This design comes from an exercise in tuning for a short achievable clock period and few clock cycles on the open sky130 flow, not from production work. Function was checked by simulation only, so behaviour that the tests miss may differ from the original. Power figures rest on the tool's default switching activity, not on a simulated workload.

== run C ==
## cpu
module cpu(clk,rst_n, iaddr, instr, wdata, we, addr, re, rdata, hlt);
Size in the first run: about 3500 cells after synthesis, roughly 560 flip-flops, roughly 29000 sq um of cells after synthesis.
==> flow/config.mk <==
export PLATFORM = sky130hd
export DESIGN_NAME = cpu
export DESIGN_NICKNAME = cpu
export VERILOG_FILES = /design/flow/design.v
export SDC_FILE = /design/flow/constraint.sdc
export NUM_CORES = 4
export LEC_CHECK = 0
export ABC_AREA = 1
export ABC_CLOCK_PERIOD_IN_PS = 1000
export CAP_MARGIN = 20
export CORE_MARGIN = 2
export CORE_UTILIZATION = 40
export SETUP_SLACK_MARGIN = 3.8
export SLEW_MARGIN = 20
==> flow/constraint.sdc <==
create_clock -name core_clock -period 6.2 [get_ports {clk}]
set_input_delay 1.2400 -clock core_clock [delete_from_list [all_inputs] [get_ports {clk}]]
set_output_delay 1.2400 -clock core_clock [all_outputs]
set_load 0.01 [all_outputs]
standard.sh (not shown) runs the stock make flow with config.mk's settings and CLKGATE_MAP_FILE= SYNTH_SCRIPT=/design/flow/synth_recipe.tcl, a recipe that flattens the netlist after the stock synthesis.
==> flow/flow/run.sh <==
#!/bin/bash
# The standard layout (the standard.sh) with two changes:
#  - synthesis does not map adders onto the library's full/half-adder cells
#    (ADDER_MAP_FILE left empty), so abc restructures the carry logic for
#    speed; registers are unchanged;
#  - every input and output port is still buffered, but with buf_4 instead
#    of the delay-cell buffer buffer_ports picks by itself.
# make's full output goes to make.log in the work folder.
set -euo pipefail
bash standard.sh ADDER_MAP_FILE= "BUFFER_PORTS_ARGS=-buffer_cell sky130_fd_sc_hd__buf_4" finish > make.log 2>&1
Testbench counts of run C, summed over its fixed seeds: cycles 67,984.
## Diff of input files: run Z against run C
- ABC_AREA: 1 -> unset
- ABC_CLOCK_PERIOD_IN_PS: 1000 -> 2200
Results
Total routed wirelength for run Z: 7.8% down relative to run C
Run comparison: run C dominant combinational cell family by area after synthesis simple AND/OR/NAND/NOR gates; run Z dominant combinational cell family by area after synthesis multiplexers
Run Z vs run C: site row count up in run Z
Looking at power, run Z sits 1.9% higher than run C does.
NOTE: initial antenna violation count in run Z falls short of that of run C

* * *

== oak ==
cpu, a different RTL version from the one above (not shown whole).
Size in the first run: ~3,500 cells after synthesis, roughly 560 flip-flops, roughly 29,000 µm² of cells after synthesis.
==> flow/design.v (excerpt) <==
module cpu(clk,rst_n, iaddr, instr, wdata, we, addr, re, rdata, hlt);
input clk,rst_n;
input [15:0] instr;
input [15:0] rdata;
output we, re;
output [15:0] iaddr;
output [15:0] addr;
output [15:0] wdata;
output hlt;
function [15:0] satadd;
  input [15:0] a, b;
  reg [15:0] s;
  begin
    s = a + b;
    if (a[15] == b[15] && s[15] != a[15])
      satadd = a[15] ? 16'h8000 : 16'h7fff;
    else
      satadd = s;
  end
endfunction
wire        kill_e;           
wire        redirect_ex;      
wire        redirect_id;      
wire        redirect = kill_e | redirect_ex | redirect_id;
wire [15:0] redirect_pc;
reg         stall_id;         
wire        halt_dec;         
reg         halted;
reg  [15:0] pc;
reg  [15:0] ras;              
wire [15:0] pc1 = pc + 16'd1;
wire [3:0]  if_op    = instr[15:12];
wire        if_jal   = (if_op == 4'hD);
wire        if_br    = (if_op == 4'hC) & (|instr[8:0]);
wire        if_jr    = (if_op == 4'hE);
wire [2:0]  if_cc    = instr[11:9];
wire        if_bra   = (if_op == 4'hC);
wire        if_br_pt = if_bra & ((&if_cc) | (if_cc == 3'b000) | (if_cc == 3'b100) | instr[8]);
wire        pc1_neg  = pc[15] ^ (&pc[14:0]);           
wire [6:0]  hi9_p1   = pc[15:9] + 7'd1;
wire [6:0]  hi9_m1   = pc[15:9] - 7'd1;
wire [3:0]  hi12_p1  = pc[15:12] + 4'd1;
wire [3:0]  hi12_m1  = pc[15:12] - 4'd1;
wire [9:0]  lo9      = {1'b0, pc[8:0]} + {1'b0, instr[8:0]} + 10'd1;
wire [6:0]  hi9      = (instr[8] == lo9[9]) ? pc[15:9] : lo9[9] ? hi9_p1 : hi9_m1;
wire [15:0] raw9     = {hi9, lo9[8:0]};
wire        ovf9     = (pc1_neg == instr[8]) & (raw9[15] != pc1_neg);
wire [12:0] lo12     = {1'b0, pc[11:0]} + {1'b0, instr[11:0]} + 13'd1;
wire [3:0]  hi12     = (instr[11] == lo12[12]) ? pc[15:12] : lo12[12] ? hi12_p1 : hi12_m1;
wire [15:0] raw12    = {hi12, lo12[11:0]};
wire        ovf12    = (pc1_neg == instr[11]) & (raw12[15] != pc1_neg);
wire [15:0] pred_pc  = if_jal ? raw12 : if_br_pt ? raw9 : if_jr ? ras : pc1;
  ...
clock: 6.2 ns
lec_check: 0
abc_area: 1
abc_clock_period_in_ps: 1000
cap_margin: 20
core_margin: 2
core_utilization: 40
setup_slack_margin: 5.0
slew_margin: 20
Scripts as last shown in full above: flow/flow/run.sh
Testbench counts of oak, summed over its fixed seeds: cycles 68,708.
> inputs changed (oak -> pine)
- changing SETUP_SLACK_MARGIN from 5.0 to 4.3
==> comparison <==
- Both conditions hold for pine: the flow ran to the end and the final layout passed the timing, DRC and antenna checks.
- oak has completed all stages; timing, DRC and antenna checks passed.
- [compare] base=oak new=pine: count of clock-buffer cells in the layout now sits higher; compound-cell area share of the yosys netlist stayed essentially flat.
- pine: via count of the first global-routing pass lower than oak
- Compared to oak, the routing of pine uses less wire.
- Sequential power (higher): oak
- Taking oak as the reference, in pine number of fill cells has increased, cell area after layout has decreased.
- In the tables for pine and oak, top fanout value on the critical path reads lower with pine.
The inputs of birch differ from those of pine as listed below.
- CORE_UTILIZATION changed from 40 to 30
Findings:
Compared with pine, birch shows a higher share of power burned in the clock network. Note that the die outline height recorded for birch amounts to 1.15 times the value seen in pine. Proportion of power drawn by combinational gates ends up higher on birch. In terms of proportion of final cell area spent on non-clock buffers, birch and pine differ only marginally.

* * *

Another version of the RTL of cpu (not shown whole).
For scale: about 2500 cells after synthesis, about 540 flip-flops, roughly 85 I/O pins, about 29000 µm² of cells after synthesis.
clock: 6.2 ns
lec_check: 0
abc_clock_period_in_ps: 2200
cap_margin: 20
core_margin: 2
core_utilization: 40
setup_slack_margin: 3.8
slew_margin: 20
==> flow/flow/run.sh <==
#!/bin/bash
# The standard layout (the standard.sh), except that synthesis does not
# map adders onto the library's full/half-adder cells (ADDER_MAP_FILE left
# empty), so abc restructures the carry logic for speed.  Registers are
# unchanged.  make's full output goes to make.log in the work folder.
set -euo pipefail
bash standard.sh ADDER_MAP_FILE= finish > make.log 2>&1
The first run completed without violations.
Testbench counts at the start, summed over its fixed seeds: cycles 68,708.
Edit:
Settings changed: ABC_CLOCK_PERIOD_IN_PS 2200 to 2000, SETUP_SLACK_MARGIN 3.8 to 4.3.
What happened:
- The changed run finished with timing, DRC and antenna clean
- combinational power went up by about 0.8%
- cell area climbs by 2.1%
- sequential share of layout area drops by 0.69 points
- register-to-register slack got worse by 0.02 ns
- setup slack gains 0.020 ns
- area after synthesis is unchanged
- utilization grows by 1.1 points
- worst hold slack is better by 0.017 ns

* * *

== wip/onyx ==
Another version of the RTL of cpu (not shown whole).
Size: roughly 2600 cells after synthesis, about 85 I/O pins, about 0.029 mm^2 of cells after synthesis.
## cpu
module cpu(clk,rst_n, iaddr, instr, wdata, we, addr, re, rdata, hlt);
input clk,rst_n;
input [15:0] instr;
input [15:0] rdata;
output we, re;
output [15:0] iaddr;
output [15:0] addr;
output [15:0] wdata;
output hlt;
function [15:0] satadd;
  input [15:0] a, b;
  reg [15:0] s;
  begin
    s = a + b;
    if (a[15] == b[15] && s[15] != a[15])
      satadd = a[15] ? 16'h8000 : 16'h7fff;
    else
      satadd = s;
  end
endfunction
wire        kill_e;           
wire        redirect_ex;      
wire        redirect_id;      
wire        redirect = kill_e | redirect_ex | redirect_id;
wire [15:0] redirect_pc;
reg         stall_id;         
wire        halt_dec;         
reg         halted;
reg  [15:0] pc;
reg  [15:0] ras;              
wire [15:0] pc1 = pc + 16'd1;
wire [3:0]  if_op    = instr[15:12];
wire        if_jal   = (if_op == 4'hD);
wire        if_br    = (if_op == 4'hC) & (|instr[8:0]);
wire        if_jr    = (if_op == 4'hE);
wire [2:0]  if_cc    = instr[11:9];
wire        if_bra   = (if_op == 4'hC);
wire        if_br_pt = if_bra & ((&if_cc) | (if_cc == 3'b000) | (if_cc == 3'b100) | instr[8]);
wire        pc1_neg  = pc[15] ^ (&pc[14:0]);           
wire [6:0]  hi9_p1   = pc[15:9] + 7'd1;
wire [6:0]  hi9_m1   = pc[15:9] - 7'd1;
wire [3:0]  hi12_p1  = pc[15:12] + 4'd1;
wire [3:0]  hi12_m1  = pc[15:12] - 4'd1;
wire [9:0]  lo9      = {1'b0, pc[8:0]} + {1'b0, instr[8:0]} + 10'd1;
wire [6:0]  hi9      = (instr[8] == lo9[9]) ? pc[15:9] : lo9[9] ? hi9_p1 : hi9_m1;
wire [15:0] raw9     = {hi9, lo9[8:0]};
wire        ovf9     = (pc1_neg == instr[8]) & (raw9[15] != pc1_neg);
wire [15:0] tgt_br   = ovf9 ? (pc1_neg ? 16'h8000 : 16'h7fff) : raw9;
wire [12:0] lo12     = {1'b0, pc[11:0]} + {1'b0, instr[11:0]} + 13'd1;
  ...
export LEC_CHECK = 0
export ABC_CLOCK_PERIOD_IN_PS = 2200
export CAP_MARGIN = 20
export CORE_MARGIN = 2
export CORE_UTILIZATION = 40
export SETUP_SLACK_MARGIN = 3.8
export SLEW_MARGIN = 20
create_clock -name core_clock -period 6.2 [get_ports {clk}]
Scripts as last shown in full above: flow/flow/run.sh
Testbench counts of wip/onyx, summed over its fixed seeds: cycles 68,708.
Relative to wip/onyx, the following input files were edited for wip/violet:
==> flow/flow/run.sh <==
#!/bin/bash
# The standard layout (the standard.sh) with two changes:
#  - synthesis does not map adders onto the library's full/half-adder cells
#    (ADDER_MAP_FILE left empty), so abc restructures the carry logic for
#    speed; registers are unchanged;
#  - every input and output port is still buffered, but with buf_4 instead
#    of the delay-cell buffer buffer_ports picks by itself.
# make's full output goes to make.log in the work folder.
set -euo pipefail
bash standard.sh ADDER_MAP_FILE= "BUFFER_PORTS_ARGS=-buffer_cell sky130_fd_sc_hd__buf_4" finish > make.log 2>&1
==> summary.txt <==
- Delta(worst setup margin, wip/violet - wip/onyx) > 0
- Filler cell count (higher): wip/violet
- Changes observed in wip/violet relative to wip/onyx: number of buffers other than clock buffers in the final layout now sits lower; clock network power share down 0.4 points; final cycle utilization of the critical path fell 1.6 points; total routing usage reported by global routing saw an increase; net switching component of the power lost 110 uW.
- Fraction of area in registers ended up 1.0 points higher on wip/violet than on wip/onyx.
- wip/violet ran to completion and came out clean on the timing, DRC and antenna checks.
- wip/onyx finished end to end and its layout was clean on timing, DRC and antenna.
- Of the two values seen for worst setup path endpoint, alt_d[9] was produced by wip/onyx and alt_d[7] by wip/violet.
- Of wip/violet and wip/onyx, wip/violet shows the lower post-route standard cell area excluding fillers, with wip/onyx above it.
- In wip/violet relative to wip/onyx, number of standard cells in the final layout excluding fillers had gone down by a few percent.
- Relative to wip/onyx, the overall power measured on wip/violet has decreased by a few percent.

==> separate check: timing with driven ports <==
How much do the figures lean on ideal ports? The routed layouts below were timed once more, with nothing changed but the port constraints.
Step 1 sets driving cells, clkbuf_16 on the clock port and buf_2 on the other inputs (assumed; they add their load-dependent delay and slew).
Step 2 times the ports against the registers' clock, not the clock port: input delays grow and output delays shrink by t, the midpoint of the rising clock arrivals with the driver on.
Slacks: no drivers / after step 1 / after step 2; pairs: no drivers / after step 1.
run	t (ns)	slack for setup (ns)	worst setup path after step 2
run C	0.688	3.156 / 3.156 / 2.664	input to register
run Z	0.696	2.526 / 2.526 / 2.134	input to register
oak	0.734	3.481 / 3.481 / 2.848	input to register
pine	0.700	3.579 / 3.573 / 2.892	input to register
birch	0.682	3.558 / 3.558 / 2.944	input to register
the first run of note 3	0.701	2.771 / 2.784 / 2.083	input to register
the second run of note 3	0.694	2.791 / 2.793 / 2.134	input to register
wip/onyx	0.688	2.788 / 2.790 / 2.102	input to register
wip/violet	0.704	2.886 / 2.895 / 2.192	input to register
After both steps every run listed still meets setup and hold. For wip/violet, which loses most, drivers alone change the setup slack by +0.009 ns; drivers and shift together by -0.694 ns.
